This design comes from an exercise in tuning for small area on the open sky130 flow, not from production work.
Function was checked by simulation only, so behaviour that the tests miss may differ from the original.
The clock input has no modelled driver; a real chip could not lean on it and would need a root buffer or a full tree.

// data
module data(
input clr,input clk,
input [3:0]in_data,
input up,input down,input left,input right,
output reg death,output wire [3:0]out_data
    );
Settings: LEC_CHECK=0, ABC_AREA=1, CAP_MARGIN=20, CORE_MARGIN=2, CORE_UTILIZATION=40, PLACE_DENSITY=0.6, SLEW_MARGIN=20; clock period 20.0 ns.
standard.sh (not shown) runs the stock make flow with config.mk's settings and CLKGATE_MAP_FILE= SYNTH_SCRIPT=/design/flow/synth_recipe.tcl, a recipe that flattens the netlist after the stock synthesis.
==> flow/flow/run.sh <==
#!/bin/bash
# Layout: the standard flow (standard.sh) with two changes to synthesis
# and two to the layout steps:
# - synthesis maps the logic with ABC several times (multi_abc.tcl, area
#   oriented, seeds fixed) and keeps the smallest result; registers are
#   mapped as in the standard synthesis and keep their names;
# - no adder cells (ABC maps the adders with the rest of the logic);
# - small clock buffers and no dummy loads in clock tree synthesis;
# - buf_1 port buffers.
# Each make step logs to orfs/logs as usual; make's own output goes to
# flow_make.log.
set -euo pipefail
W=$(pwd)
rm -rf "$W/scripts_local"
cp -r "$FLOW_HOME/scripts" "$W/scripts_local"
cp "$W/flow/multi_abc.tcl" "$W/scripts_local/multi_abc.tcl"
grep -q '^  log_cmd abc {\*}\$abc_args$' "$W/scripts_local/synth.tcl"
sed -i 's/^  log_cmd abc {\*}\$abc_args$/  source $::env(SCRIPTS_DIR)\/multi_abc.tcl/' "$W/scripts_local/synth.tcl"
export SCRIPTS_DIR="$W/scripts_local"
bash "$W/standard.sh" \
  "ADDER_MAP_FILE=" \
  "CTS_ARGS=-sink_clustering_enable -repair_clock_nets -dont_use_dummy_load -buf_list {sky130_fd_sc_hd__clkbuf_4 sky130_fd_sc_hd__clkbuf_8}" \
  "BUFFER_PORTS_ARGS=-buffer_cell sky130_fd_sc_hd__buf_1" \
  finish > "$W/flow_make.log" 2>&1
==> flow/flow/multi_abc.tcl <==
# Sourced by synth.tcl in place of its single abc call. Maps the logic with
# ABC several times from the same starting netlist, each run with its own
# random seeds for &deepsyn, and keeps the run with the smallest cell area.
# The registers are already mapped and ABC does not touch them.
design -save multi_abc_start
set multi_abc_best -1
foreach multi_abc_seed {1 3 5 7 9 11 13 15} {
  design -load multi_abc_start
  set script $::env(OBJECTS_DIR)/abc_area_s$multi_abc_seed.script
  set fh [open $script w]
  puts $fh "strash"
  puts $fh "&get -n"
  puts $fh "&st"
  puts $fh "&deepsyn -T 30 -S $multi_abc_seed"
  puts $fh "&deepsyn -T 30 -S [expr {$multi_abc_seed + 1}]"
  puts $fh "&put"
  puts $fh "dch -f -x"
  puts $fh "amap -F 4 -A 10"
  close $fh
  log_cmd abc {*}[lreplace $abc_args 1 1 $script]
  set st [tee -q -s result.string stat {*}$lib_args]
  if {![regexp {Chip area for module '[^']*': ([0-9.eE+]+)} $st -> area]} { error "multi_abc: no area in stat" }
  puts "multi_abc: seed $multi_abc_seed area $area"
  if {$multi_abc_best < 0 || $area < $multi_abc_best} {
    set multi_abc_best $area
    design -save multi_abc_best
  }
}
design -load multi_abc_best
puts "multi_abc: kept area $multi_abc_best"
The starting point finished clean.
Next try:
==> flow/flow/run.sh (replaced) <==
#!/bin/bash
# Layout: the standard flow (standard.sh) with an area-oriented ABC script
# for synthesis, no adder cells (ABC maps the adders), small clock buffers
# without dummy loads and buf_1 port buffers. Each make step logs to
# orfs/logs as usual; make's own output goes to flow_make.log.
set -euo pipefail
W=$(pwd)
rm -rf "$W/scripts_local"
cp -r "$FLOW_HOME/scripts" "$W/scripts_local"
cp "$W/flow/abc_area.script" "$W/scripts_local/abc_area.script"
export SCRIPTS_DIR="$W/scripts_local"
bash "$W/standard.sh" \
  "ADDER_MAP_FILE=" \
  "CTS_ARGS=-sink_clustering_enable -repair_clock_nets -dont_use_dummy_load -buf_list {sky130_fd_sc_hd__clkbuf_4 sky130_fd_sc_hd__clkbuf_8}" \
  "BUFFER_PORTS_ARGS=-buffer_cell sky130_fd_sc_hd__buf_1" \
  finish > "$W/flow_make.log" 2>&1
==> flow/flow/abc_area.script (new file) <==
strash
&get -n
&st
&deepsyn -T 120
&put
dch -f
amap
removed: flow/flow/multi_abc.tcl
Cell area climbs by about 6%. Synthesized area climbs by 6.5%. Sequential share of layout area drops by 1.9 points. Utilization climbs by 0.20 points. Critical path depth climbs by 1.

========
Starting RTL as in the previous note.
clock: 20.0 ns
lec_check: 0
abc_area: 1
cap_margin: 20
core_margin: 2
core_utilization: 65
place_density: 0.75
slew_margin: 20
==> flow/flow/run.sh <==
#!/bin/bash
# Layout: the standard flow (standard.sh) with these changes:
# - synthesis maps the logic with ABC 24 times in parallel (multi_abc.tcl,
#   abc_par.sh; area oriented, seeds fixed) and keeps the smallest result;
#   registers are mapped as in the standard synthesis and keep their names;
# - no adder cells (ABC maps the adders with the rest of the logic);
# - clock tree: one level of clkbuf_16, one per group of flip-flops
#   (clock_tree.tcl) instead of clock_tree_synthesis;
# - buf_1 port buffers.
# Each make step logs to orfs/logs as usual; make's own output goes to
# flow_make.log.
set -euo pipefail
W=$(pwd)
rm -rf "$W/scripts_local"
cp -r "$FLOW_HOME/scripts" "$W/scripts_local"
cp "$W/flow/multi_abc.tcl" "$W/flow/abc_par.sh" "$W/flow/clock_tree.tcl" "$W/scripts_local/"
grep -q '^  log_cmd abc {\*}\$abc_args$' "$W/scripts_local/synth.tcl"
sed -i 's/^  log_cmd abc {\*}\$abc_args$/  source $::env(SCRIPTS_DIR)\/multi_abc.tcl/' "$W/scripts_local/synth.tcl"
grep -q '^log_cmd clock_tree_synthesis {\*}\$cts_args$' "$W/scripts_local/cts.tcl"
sed -i 's/^log_cmd clock_tree_synthesis {\*}\$cts_args$/source $::env(SCRIPTS_DIR)\/clock_tree.tcl/' "$W/scripts_local/cts.tcl"
export SCRIPTS_DIR="$W/scripts_local"
export CLOCK_TREE_PORT=clk CLOCK_TREE_BUF=sky130_fd_sc_hd__clkbuf_16 CLOCK_TREE_GROUPS=3
bash "$W/standard.sh" \
  "ADDER_MAP_FILE=" \
  "BUFFER_PORTS_ARGS=-buffer_cell sky130_fd_sc_hd__buf_1" \
  finish > "$W/flow_make.log" 2>&1
Other scripts of this flow, unchanged in this note and not shown: flow/flow/abc_par.sh, flow/flow/clock_tree.tcl, flow/flow/multi_abc.tcl
The starting point went through all stages and came out clean.
==> next run, changes <==
Settings changed: CORE_UTILIZATION 65 to 40, PLACE_DENSITY 0.75 to 0.6.
The changed run ran to the end with no violations.
Cell count rose by 5.6%.
Fmax decreases by 5.8%.
First-iteration DRC count goes down by 21%.
Global-route usage goes down by 12 points.
Cell area goes up by 0.37%.
Wire length is higher by 6.8%.
In every run of this note, the design's own scripts or RTL, not TritonCTS, make the clock network.

## re-timing with driven ports
No port has a modelled driver above. Below, the same layouts with a new extraction and two added sets of constraints. Step 1, drivers: a clkbuf_16 drives clk and a buf_2 each remaining input, both assumed. Step 2 adds t to the input delays and takes it off the output delays; t is the mean of the earliest and latest rising clock arrival at the registers after step 1. Input paths then give back, and output paths get back, about the clock's delay inside the block. Three values: no drivers, after step 1, after step 2; two values: the first two.
run | t, ns | setup slack, ns | slew at the worst register clock pin (ns) | cell pins on the clock port's net
the first run of note 1 | 0.372 | 7.862 / 7.876 / 7.504 | 0.08 / 0.08 | 1
the second run of note 1 | 0.395 | 7.525 / 7.535 / 7.139 | 0.09 / 0.09 | 1
the first run of note 2 | 0.229 | 7.929 / 7.975 / 7.746 | 0.11 / 0.11 | 3
the second run of note 2 | 0.224 | 7.185 / 7.233 / 7.009 | 0.10 / 0.10 | 3
After both steps every run listed still meets setup and hold. For the second run of note 1, which loses most, drivers alone change the setup slack by +0.010 ns; drivers and shift together by -0.386 ns.
